What follows belongs to an exercise in optimizing a design on an open flow for small area, a short achievable clock period and few clock cycles; a production flow would make more cautious choices.
RTL that was checked went through simulation tests only; none was proved equivalent to the original.
No activity file was given, so power comes from the tool's default toggle rates.

// mul
module mul
(
	input clk,
	input rst,
	input  [31:0] a,
	input  [31:0] b,
	input start,
	output [31:0] res_mul,
	output logic vld
);
Size: ~65 flip-flops, about 100 I/O pins.
export LEC_CHECK = 0
export CAP_MARGIN = 20
export CORE_MARGIN = 2
export CORE_UTILIZATION = 55
export SLEW_MARGIN = 20
create_clock -name core_clock -period 12.0 [get_ports {clk}]
standard.sh (not shown) runs the stock make flow with config.mk's settings and CLKGATE_MAP_FILE= SYNTH_SCRIPT=/design/flow/synth_recipe.tcl, a recipe that flattens the netlist after the stock synthesis.
==> flow/flow/run.sh <==
#!/bin/bash
# The standard ORFS layout with three changes to how it is made:
#  - synthesis skips the generic ABC pass inside Yosys's synth command
#    (SYNTH_ARGS=-noabc), so extract_fa sees the adders as written and maps
#    them to full-adder cells without inverters between them; registers and
#    their names are the standard synthesis's;
#  - the port buffers are sky130_fd_sc_hd__buf_4 instead of a delay buffer;
#  - repair_timing aims for a larger setup margin.
set -euo pipefail
cd "$(dirname "$0")/.."
export SYNTH_ARGS="-noabc"
export BUFFER_PORTS_ARGS="-buffer_cell sky130_fd_sc_hd__buf_4"
export SETUP_SLACK_MARGIN=6.3
bash standard.sh finish > standard.log 2>&1
The starting point passed the timing, design-rule and antenna checks.
Change:
--- a/flow/flow/run.sh
+++ b/flow/flow/run.sh
@@ -11,4 +11,4 @@
 export SYNTH_ARGS="-noabc"
 export BUFFER_PORTS_ARGS="-buffer_cell sky130_fd_sc_hd__buf_4"
-export SETUP_SLACK_MARGIN=6.3
+export SETUP_SLACK_MARGIN=6.1
 bash standard.sh finish > standard.log 2>&1
Result:
- sequential power barely changes
- cell count came out lower by 1.6%
- non-clock buffer count came out lower by 22
No run of this note included a check of the RTL's function; only the layout flow was run.

---

mul, a different RTL version from the one above (not shown whole).
For scale: ~1400 cells after synthesis, roughly 63 flip-flops, about 13000 um2 of cells after synthesis.
make LEC_CHECK=0 CAP_MARGIN=20 CORE_MARGIN=2 CORE_UTILIZATION=40 SLEW_MARGIN=20 finish   # period 12.0 ns
run.sh (not shown) runs the stock make flow with config.mk's settings and CLKGATE_MAP_FILE= SYNTH_SCRIPT=/design/flow/synth_recipe.tcl, a recipe that flattens the netlist after the stock synthesis.
Stock flow here: none of the scripts above is used.
Rerun with:
- CORE_UTILIZATION: 40 -> 60
- SETUP_SLACK_MARGIN: unset -> 5
Outcome: Utilization rose by 28 points; cell count fell by 5.5%; maximum frequency rose by 17%; total power rose by 3.3%; hold slack degrades by 0.022 ns.
No functional check of the RTL was part of any run of this note.

---

mul, a different RTL version from the one above (not shown whole).
Size: ~1,200 cells after synthesis, ~65 flip-flops, ~0.012 sq mm of cells after synthesis.
==> flow/config.mk <==
export PLATFORM = sky130hd
export DESIGN_NAME = mul
export DESIGN_NICKNAME = mul
export VERILOG_FILES = /design/flow/design.v
export SDC_FILE = /design/flow/constraint.sdc
export NUM_CORES = 4
export LEC_CHECK = 0
export CAP_MARGIN = 20
export CORE_MARGIN = 2
export CORE_UTILIZATION = 55
export CTS_BUF_LIST = sky130_fd_sc_hd__clkbuf_4 sky130_fd_sc_hd__clkbuf_8
export CTS_CLUSTER_SIZE = 40
export SLEW_MARGIN = 20
==> flow/constraint.sdc <==
create_clock -name core_clock -period 12.0 [get_ports {clk}]
set_input_delay 2.4000 -clock core_clock [delete_from_list [all_inputs] [get_ports {clk}]]
set_output_delay 2.4000 -clock core_clock [all_outputs]
set_load 0.01 [all_outputs]
standard.sh (not shown) runs the stock make flow with config.mk's settings and CLKGATE_MAP_FILE= SYNTH_SCRIPT=/design/flow/synth_recipe.tcl, a recipe that flattens the netlist after the stock synthesis.
==> flow/flow/run.sh <==
#!/bin/bash
# The standard ORFS layout with three changes to how it is made:
#  - synthesis skips the generic ABC pass inside Yosys's synth command
#    (SYNTH_ARGS=-noabc), so extract_fa sees the adders as written and maps
#    them to full-adder cells without inverters between them; registers and
#    their names are the standard synthesis's;
#  - the port buffers are sky130_fd_sc_hd__buf_4 instead of a delay buffer;
#  - repair_timing aims for a larger setup margin.
set -euo pipefail
cd "$(dirname "$0")/.."
export SYNTH_ARGS="-noabc"
export BUFFER_PORTS_ARGS="-buffer_cell sky130_fd_sc_hd__buf_4"
export SETUP_SLACK_MARGIN=6.1
bash standard.sh finish > standard.log 2>&1
Testbench counts at the start, summed over its fixed seeds: cycles 3,200.
==> next run, changes <==
--- a/flow/flow/run.sh
+++ b/flow/flow/run.sh
@@ -13 +13 @@
-export SETUP_SLACK_MARGIN=6.1
+export SETUP_SLACK_MARGIN=6.2
CORE_UTILIZATION = 45   (was 55)
=>
- combinational power grows by a few percent
- routed wire length increases slightly
- clock-buffer cell count falls by 3
- setup slack improved by 0.13 ns
- worst hold slack loses 0.0050 ns
- non-clock buffer count is higher by 1
==> next run, changes <==
--- a/flow/flow/run.sh
+++ b/flow/flow/run.sh
@@ -13 +13 @@
-export SETUP_SLACK_MARGIN=6.2
+export SETUP_SLACK_MARGIN=6.0
CORE_UTILIZATION = 55   (was 45)
CTS_BUF_LIST = default   (was sky130_fd_sc_hd__clkbuf_4 sky130_fd_sc_hd__clkbuf_8)
CTS_CLUSTER_SIZE = default   (was 40)
=>
- The new run completed with no timing, DRC or antenna violations
- power went down by 1.4%
- worst setup slack loses 0.20 ns
- worst hold slack is better by 0.039 ns
- die area came out lower by 18%
- design area went down by 1.9%
- clock power came out higher by about 9%
==> next run, changes <==
--- a/flow/flow/run.sh
+++ b/flow/flow/run.sh
@@ -13 +13 @@
-export SETUP_SLACK_MARGIN=6.0
+export SETUP_SLACK_MARGIN=6.2
Result:
- fmax grows by 2.4%
- design area goes up by about 1.6%
- final cell count increases by 0.46%
- core utilization increases by 0.99 points
- hold slack improved by 0.0040 ns
- die area does not change
- synthesized area does not change
- worst setup slack improves by 0.14 ns
- first-iteration DRC count is higher by about 6%
- power is higher by 0.68%

==> separate check: timing with driven ports <==
How much do the figures lean on ideal ports? The routed layouts below were timed once more, with nothing changed but the port constraints.
Step 1: set_driving_cell puts a clkbuf_16 on clk and a buf_2 on each other input, an assumption about the parent block.
Step 2 moves the port delays by t, midway between the first and last clock arrival at a register: inputs arrive t later, outputs are due t later. That takes back most of the time a late clock gives input paths.
Three values: ideal, step 1, step 2; two values: the first two.
run | t, ns | setup WS [ns] | latest minus earliest clock arrival (ns) | worst data-port slew with drivers (ns)
the first run of note 1 | 0.392 | 6.307 / 6.330 / 5.938 | 0.010 / 0.010 | 0.11
the second run of note 1 | 0.395 | 6.164 / 6.114 / 5.719 | 0.013 / 0.012 | 0.15
the first run of note 2 | 0.396 | 4.025 / 4.055 / 3.659 | 0.016 / 0.017 | 0.04
the second run of note 2 | 0.404 | 5.156 / 5.180 / 4.776 | 0.017 / 0.016 | 0.05
the first run of note 3 | 0.418 | 6.181 / 6.184 / 5.775 | 0.012 / 0.012 | 0.06
the second run of note 3 | 0.422 | 6.310 / 6.280 / 5.858 | 0.016 / 0.016 | 0.08
the third run of note 3 | 0.399 | 6.105 / 6.130 / 5.731 | 0.015 / 0.016 | 0.06
the fourth run of note 3 | 0.396 | 6.245 / 6.273 / 5.877 | 0.010 / 0.010 | 0.16
After both steps every run listed still meets setup and hold. The setup slack of the second run of note 3, which loses most, moves by -0.030 ns with the drivers and by -0.452 ns with both steps.
